This is an optimization exercise on Yosys and OpenROAD, whose aim is small area, a short achievable clock period and few clock cycles, not a production implementation.
Function was checked by simulation only, so behaviour that the tests miss may differ from the original.
No driver is modelled on the clock port, so clock power and skew are understated where the tree is cut down; a real chip needs a root buffer or a tree.

// exgcd_recursion
module exgcd_recursion #(
	parameter WIDTH = 16
) (
	input 	clk,     
	input 	rst_n,   
	input	[WIDTH-1:0] data_a,
	input 	[WIDTH-1:0] data_b,
	input	valid_in,
	output 	[WIDTH-1:0] gcd,
	output  [WIDTH-1:0] inv,
	output  reg valid_out
);
clock: 50.0 ns
lec_check: 0
abc_area: 1
cap_margin: 20
core_margin: 2
core_utilization: 65
cts_buf_list: sky130_fd_sc_hd__clkbuf_8
cts_cluster_diameter: 100
cts_cluster_size: 40
slew_margin: 20
standard.sh (not shown) runs the stock make flow with config.mk's settings and CLKGATE_MAP_FILE= SYNTH_SCRIPT=/design/flow/synth_recipe.tcl, a recipe that flattens the netlist after the stock synthesis.
==> flow/flow/run.sh <==
#!/bin/bash
set -euo pipefail
args=()
while IFS= read -r line; do
	[[ -z "$line" || "$line" == \#* ]] && continue
	args+=("$line")
done < flow/extra.txt
bash standard.sh "${args[@]}" finish > standard_flow.log 2>&1
==> flow/flow/extra.txt <==
SETUP_SLACK_MARGIN=39.3
BUFFER_PORTS_ARGS=-buffer_cell sky130_fd_sc_hd__buf_2
Testbench counts at the start, summed over its fixed seeds: cycles 106,906.
Change:
- CTS_BUF_LIST: sky130_fd_sc_hd__clkbuf_8 -> unset
- CTS_CLUSTER_DIAMETER: 100 -> unset
- CTS_CLUSTER_SIZE: 40 -> unset
After rerunning: Worst setup slack gains 0.026 ns. Cell area increases slightly. Non-clock buffer count decreases by 2.
Change:
==> flow/flow/extra.txt (replaced) <==
SETUP_SLACK_MARGIN=39.1
BUFFER_PORTS_ARGS=-buffer_cell sky130_fd_sc_hd__buf_2
- CTS_BUF_LIST: unset -> sky130_fd_sc_hd__clkbuf_16
- CTS_CLUSTER_DIAMETER: unset -> 500
- CTS_CLUSTER_SIZE: unset -> 100
Outcome: Routed wire length drops by 3.1%. Flip-flop and latch count is unchanged. Die area is unchanged. Synthesized area does not change.


Another version of the RTL of exgcd_recursion (not shown whole).
For scale: ~1100 cells after synthesis, roughly 76 flip-flops, ~68 I/O pins.
## exgcd_recursion
module exgcd_recursion #(
	parameter WIDTH = 16
) (
	input 	clk,     
	input 	rst_n,   
	input	[WIDTH-1:0] data_a,
	input 	[WIDTH-1:0] data_b,
	input	valid_in,
	output 	[WIDTH-1:0] gcd,
	output  [WIDTH-1:0] inv,
	output  reg valid_out
);
localparam M  = 4;                       
localparam KW = 2;                       
function [WIDTH:0] add16;
	input [WIDTH-1:0] a;
	input [WIDTH-1:0] b;
	input             cin;
	reg   [WIDTH-1:0] g, p, G, P;
	integer n, l;
	begin
		p = a ^ b;
		g = a & b;
		g[0] = g[0] | (p[0] & cin);
		G = g; P = p;
		for (l = 1; l < WIDTH; l = l * 2)
			for (n = 2 * l - 1; n < WIDTH; n = n + 2 * l) begin
				G[n] = G[n] | (P[n] & G[n-l]);
				P[n] = P[n] & P[n-l];
			end
		for (l = WIDTH / 4; l >= 1; l = l / 2)
			for (n = 3 * l - 1; n < WIDTH; n = n + 2 * l) begin
				G[n] = G[n] | (P[n] & G[n-l]);
				P[n] = P[n] & P[n-l];
			end
		add16 = {G[WIDTH-1], p ^ {G[WIDTH-2:0], cin}};
	end
endfunction
reg             run;
reg [WIDTH-1:0] R;       
reg [WIDTH-1:0] B;       
reg [KW-1:0]    k;
reg [WIDTH-1:0] S0;      
reg [WIDTH-1:0] SS;      
reg [M-1:0]     qd;      
reg             upd;     
reg             swd;     
reg [KW-1:0]    kd;      
assign gcd = R;
assign inv = SS;
wire bzero = (B == {WIDTH{1'b0}});
wire kzero = (k == {KW{1'b0}});
wire [WIDTH:0] upc = add16({{M{1'b0}}, R[WIDTH-1:M]}, ~{{M{1'b0}}, B[WIDTH-M-1:0]}, 1'b1);
wire up = ~bzero && (B[WIDTH-1:WIDTH-M] == {M{1'b0}}) && upc[WIDTH];
wire [WIDTH-1:0] rem [0:M];
wire [M-1:0]     qb;
assign rem[M] = R;
genvar i;
generate
	for (i = M - 1; i >= 0; i = i - 1) begin : stage
  ...
Settings: LEC_CHECK=0, ABC_AREA=1, CAP_MARGIN=20, CORE_MARGIN=2, CORE_UTILIZATION=65, SLEW_MARGIN=20; clock period 50.0 ns.
==> flow/flow/run.sh <==
#!/bin/bash
# The standard layout (standard.sh) with three changes:
#  - extra ORFS make variables from flow/extra.txt, one per line: a setup
#    margin for repair_timing so the achieved period is optimised below the
#    50 ns constraint, and the port buffer cell;
#  - the clock tree is built by flow/clock_tree.tcl instead of TritonCTS:
#    one level of identical clock buffers, each driving the flip-flops of
#    one quadrant of the core, all fed straight from the clock port;
#  - everything else (synthesis, floorplan, placement, routing, finishing)
#    is standard.sh unchanged.
set -euo pipefail
args=()
while IFS= read -r line; do
	[[ -z "$line" || "$line" == \#* ]] && continue
	args+=("$line")
done < flow/extra.txt
bash standard.sh "${args[@]}" place > standard_place.log 2>&1
openroad -no_init -exit flow/clock_tree.tcl > clock_tree.log 2>&1
bash standard.sh "${args[@]}" finish > standard_finish.log 2>&1
==> flow/flow/extra.txt <==
SETUP_SLACK_MARGIN=39.2
BUFFER_PORTS_ARGS=-buffer_cell sky130_fd_sc_hd__buf_1
Other scripts of this flow, unchanged in this note and not shown: flow/flow/clock_tree.tcl
Testbench counts at the start, summed over its fixed seeds: cycles 93,720.
Edit:
==> flow/flow/extra.txt (replaced) <==
SETUP_SLACK_MARGIN=39.45
BUFFER_PORTS_ARGS=-buffer_cell sky130_fd_sc_hd__buf_1
Wire length rose by 3.8%. Sequential cell count stays the same. Design area rose by 5.2%. Final cell count rose by 1.5%. Worst setup slack improved by 0.10 ns. Global-route usage does not change. Worst hold slack is about the same.
In every run of this note, the design's own scripts or RTL, not TritonCTS, make the clock network.

[re-timing with driven ports]
The results above use ideal ports. As a check the final layouts listed here were re-extracted and re-timed, cells and wires unchanged.
Step 1: set_driving_cell puts a clkbuf_16 on clk and a buf_2 on each other input, an assumption about the parent block.
Step 2 adds t to the input delays and takes it off the output delays; t is the mean of the earliest and latest rising clock arrival at the registers after step 1. Input paths then give back, and output paths get back, about the clock's delay inside the block.
Three values: ideal, step 1, step 2; two values: the first two.
run | shift t [ns] | setup WS [ns] | worst hold slack (ns) | worst register clock-pin slew, ns
the first run of note 1 | 0.410 | 39.141 / 39.105 / 39.515 | 0.468 / 0.468 / 0.468 | 0.09 / 0.09
the second run of note 1 | 0.396 | 39.168 / 39.126 / 39.521 | 0.466 / 0.466 / 0.466 | 0.06 / 0.06
the third run of note 1 | 0.401 | 39.104 / 39.061 / 39.461 | 0.466 / 0.466 / 0.466 | 0.06 / 0.06
the first run of note 2 | 0.247 | 39.230 / 39.134 / 39.382 | 0.391 / 0.391 / 0.391 | 0.09 / 0.09
the second run of note 2 | 0.245 | 39.333 / 39.241 / 39.431 | 0.391 / 0.391 / 0.391 | 0.10 / 0.10
After both steps every run listed still meets setup and hold.
